Context: an optimization exercise on an open-source flow, tuned for small area and a short achievable clock period. The choices shown serve that exercise and are no tape-out recipe.
The RTL was checked by simulation tests, not by an equivalence proof against the original design.
Power is estimated from default activity; no workload was simulated.

== job 9354 ==
// CPU
module CPU (clk, input_8bit, output_8bit, cmd_addr, cmd_8bit, rst);
  input  wire       clk;
  input  wire       rst;
  input  wire [7:0] input_8bit;
  input  wire [7:0] cmd_8bit;
  output wire [7:0] output_8bit;
  output reg  [7:0] cmd_addr;
  reg [7:0] r0, r1, r2, r3, r4, r5;
  reg [7:0] f;
  reg       boot;
  wire [1:0] op = cmd_8bit[7:6];
  wire [2:0] s  = cmd_8bit[5:3];
  wire [2:0] d  = cmd_8bit[2:0];
  wire is_imm = (op == 2'b00);
  wire is_cal = (op == 2'b01);
  wire is_cpy = (op == 2'b10);
  wire is_cnd = (op == 2'b11);
  wire [7:0] m0  = s[1] ? (s[0] ? r3 : r2) : (s[0] ? r1 : r0);
  wire [7:0] m1  = s[1] ? (s[0] ? 8'd0 : input_8bit) : (s[0] ? r5 : r4);
  wire [7:0] bus = s[2] ? m1 : m0;
  wire out_en = is_cpy & (d == 3'd6) & ~rst;
  assign output_8bit = {8{out_en}} & bus;
  wire [7:0] b   = r2 ^ {8{d[0]}};
  wire [7:0] sum = r1 + b + {7'd0, d[0]};
  wire [7:0] g   = r1 & r2;
  ...
Size: roughly 65 flip-flops, roughly 34 I/O pins.
Settings: LEC_CHECK=0, CAP_MARGIN=20, CORE_MARGIN=2, CORE_UTILIZATION=40, SETUP_SLACK_MARGIN=2.5, SLEW_MARGIN=20; clock period 6.0 ns.
standard.sh (not shown) runs the stock make flow with config.mk's settings and CLKGATE_MAP_FILE= SYNTH_SCRIPT=/design/flow/synth_recipe.tcl, a recipe that flattens the netlist after the stock synthesis.
==> flow/flow/run.sh <==
#!/bin/bash
# Own layout flow: the standard ORFS flow (standard.sh), with these changes:
#  - synthesis is the standard flow's synthesis script unchanged except for the abc script
#    (flow/abc.script, an area-oriented mapping); registers are mapped by the
#    same dfflibmap step before abc, so their names and cells are unchanged;
#  - extra ORFS make variables, one per line, from flow/make_args
#    (port buffer cell, clock tree options).
# Every tool's output goes to flow.log in the work folder, and ORFS writes its
# own per-step logs under orfs/logs.
set -euo pipefail
W=$(pwd)
sed 's#log_cmd abc {\*}\$abc_args#log_cmd abc -script '"$W"'/flow/abc.script {*}[lrange $abc_args 2 end]#' \
  "$FLOW_HOME/scripts/synth.tcl" > "$W/my_synth.tcl"
grep -q 'flow/abc.script' "$W/my_synth.tcl"
sed "s#source \$::env(SCRIPTS_DIR)/synth.tcl#source $W/my_synth.tcl#" "$W/synth_recipe.tcl" > "$W/my_synth_recipe.tcl"
grep -q 'my_synth.tcl' "$W/my_synth_recipe.tcl"
sed "s#SYNTH_SCRIPT=[^ ]*#SYNTH_SCRIPT=$W/my_synth_recipe.tcl#" "$W/standard.sh" > "$W/my_standard.sh"
grep -q 'my_synth_recipe.tcl' "$W/my_standard.sh"
args=()
if [[ -f "$W/flow/make_args" ]]; then
  while IFS= read -r line; do
    [[ -n "$line" && "$line" != \#* ]] && args+=("$line")
  done < "$W/flow/make_args"
fi
bash "$W/my_standard.sh" "${args[@]}" finish > "$W/flow.log" 2>&1
==> flow/flow/abc.script <==
strash
&get -n
&dch
&nf -R 1000 -p
&put
==> flow/flow/make_args <==
BUFFER_PORTS_ARGS=-buffer_cell sky130_fd_sc_hd__buf_2
CTS_ARGS=-sink_clustering_enable -repair_clock_nets -dont_use_dummy_load -buf_list sky130_fd_sc_hd__clkbuf_16 -sink_clustering_size 65 -sink_clustering_max_diameter 400 -sink_buffer_max_cap_derate 1.0
The inputs of job 9350 differ from those of job 9354 as listed below.
==> flow/flow/make_args <==
BUFFER_PORTS_ARGS=-buffer_cell sky130_fd_sc_hd__buf_2
CTS_ARGS=-sink_clustering_enable -repair_clock_nets -dont_use_dummy_load -sink_clustering_size 30 -sink_clustering_max_diameter 150
- Compared with job 9354, in job 9350 minimum clock period after layout now sits higher; worst hold slack about even; routed via count increased 19.
- NOTE: post-layout worst setup margin in job 9350 falls short of that of job 9354
- The share of power burned in registers number comes out lower for job 9354 vs job 9350.
Input changes introduced in job 4975 (baseline for comparison: job 9350):
-- flow/flow/make_args --
<<< job 9350, line 3
>>> job 4975, line 3
REMOVE_ABC_BUFFERS=1
RECOVER_POWER=100
- In job 4975 the implementation ran to completion but is not tape-out ready, as the final checks report capacitance limit, slew limit.
- On job 4975: critical-path maximum fanout is 40 higher than what job 9350 gave.
- Job 9350 → job 4975: worst hold slack shows no meaningful change; part of the cycle the worst path needs shows an increase of 18 points; area of all placed cells without fillers shows a reduction of about 1%.
- The routed wire length on job 4975 is in line with that on job 9350.
For job 5666, these inputs were changed with respect to job 4975:
==> flow/flow/make_args <==
BUFFER_PORTS_ARGS=-buffer_cell sky130_fd_sc_hd__buf_2
CTS_ARGS=-sink_clustering_enable -repair_clock_nets -dont_use_dummy_load -buf_list sky130_fd_sc_hd__clkbuf_8 -root_buf sky130_fd_sc_hd__clkbuf_8 -sink_clustering_size 65 -sink_clustering_max_diameter 400
Notes after the runs:
Of job 4975 and job 5666, only job 4975 fails to finish with a clean layout. Going from job 4975 to job 5666, design area grew slightly. Switching share of power delta (job 5666 -> job 4975): insignificant. Job 5666 ended with less data arrival time of the critical path than job 4975. In job 5666, internal power is higher than in job 4975. Relative to job 4975, sequential portion of the cell area decreased by 0.43 points in job 5666. In the flow results for job 4975 and job 5666, the longest individual stage delay on the worst path is smaller on job 5666. Job 5666 vs job 4975, last element of the critical path: output_8bit[3] vs output_8bit[4]. The run showing the greater net load switching power is job 5666.
Input changes introduced in job 4237 (baseline for comparison: job 5666):
# job 5666
export LEC_CHECK = 0
export CAP_MARGIN = 20
export CORE_MARGIN = 2
export CORE_UTILIZATION = 40
export SETUP_SLACK_MARGIN = 2.5
export SLEW_MARGIN = 20
create_clock -name core_clock -period 6.0 [get_ports {clk}]
# job 4237
export LEC_CHECK = 0
export CAP_MARGIN = 20
export CORE_MARGIN = 2
export CORE_UTILIZATION = 70
export SETUP_SLACK_MARGIN = 2.5
export SLEW_MARGIN = 20
create_clock -name core_clock -period 6.0 [get_ports {clk}]
==> flow/flow/make_args <==
BUFFER_PORTS_ARGS=-buffer_cell sky130_fd_sc_hd__buf_2
CTS_ARGS=-sink_clustering_enable -repair_clock_nets -dont_use_dummy_load -sink_clustering_size 30 -sink_clustering_max_diameter 150
Findings:
Changes observed in job 4237 relative to job 5666: detailed-route wire length increased by about 16% relative to the old numbers, post-route worst setup slack now sits lower, sequential power went up about 0.7%, area overhead of the layout relative to synthesis decreased 2.1 points.
Measured against job 5666, the final cell count of job 4237 comes out at 0.888 times the reference value.
Looking at worst slew slack as a fraction of its limit, job 4237 sits 3.5 points lower than job 5666 does.
The higher initial core utilization of job 5666 and job 4237 is in job 4237.
Going from job 5666 to job 4237, source-to-sink clock delay at the later pin of the worst-skew pair barely changed; average routed wire per standard cell went up by about 30%; flip-flop and latch share of the layout cell area increased by 0.76 points relative to the old numbers.

[port drivers added, routing unchanged]
The results above use ideal ports. As a check the final layouts listed here were re-extracted and re-timed, cells and wires unchanged. Step 1 assumes that a clkbuf_16 drives the clock port and a buf_2 every other input. Step 2 times the ports against the registers' clock, not the clock port: input delays grow and output delays shrink by t, the midpoint of the rising clock arrivals with the driver on. a / b / c = no drivers / after step 1 / after step 2; a / b = the first two.
run | t, ns | setup slack, ns | worst setup path at the end | latest minus earliest clock arrival (ns)
job 9354 | 0.353 | 2.551 / 2.408 / 2.408 | input to output | 0.013 / 0.013
job 9350 | 0.369 | 2.532 / 2.390 / 2.266 | input to register | 0.020 / 0.019
job 4975 | 0.367 | 1.469 / 1.443 / 1.392 | input to register | 0.018 / 0.019
job 5666 | 0.369 | 2.532 / 2.390 / 2.266 | input to register | 0.020 / 0.019
job 4237 | 0.354 | 2.464 / 2.336 / 2.096 | input to register | 0.022 / 0.021
The setup slack of job 4237, which loses most, moves by -0.128 ns with the drivers and by -0.368 ns with both steps.
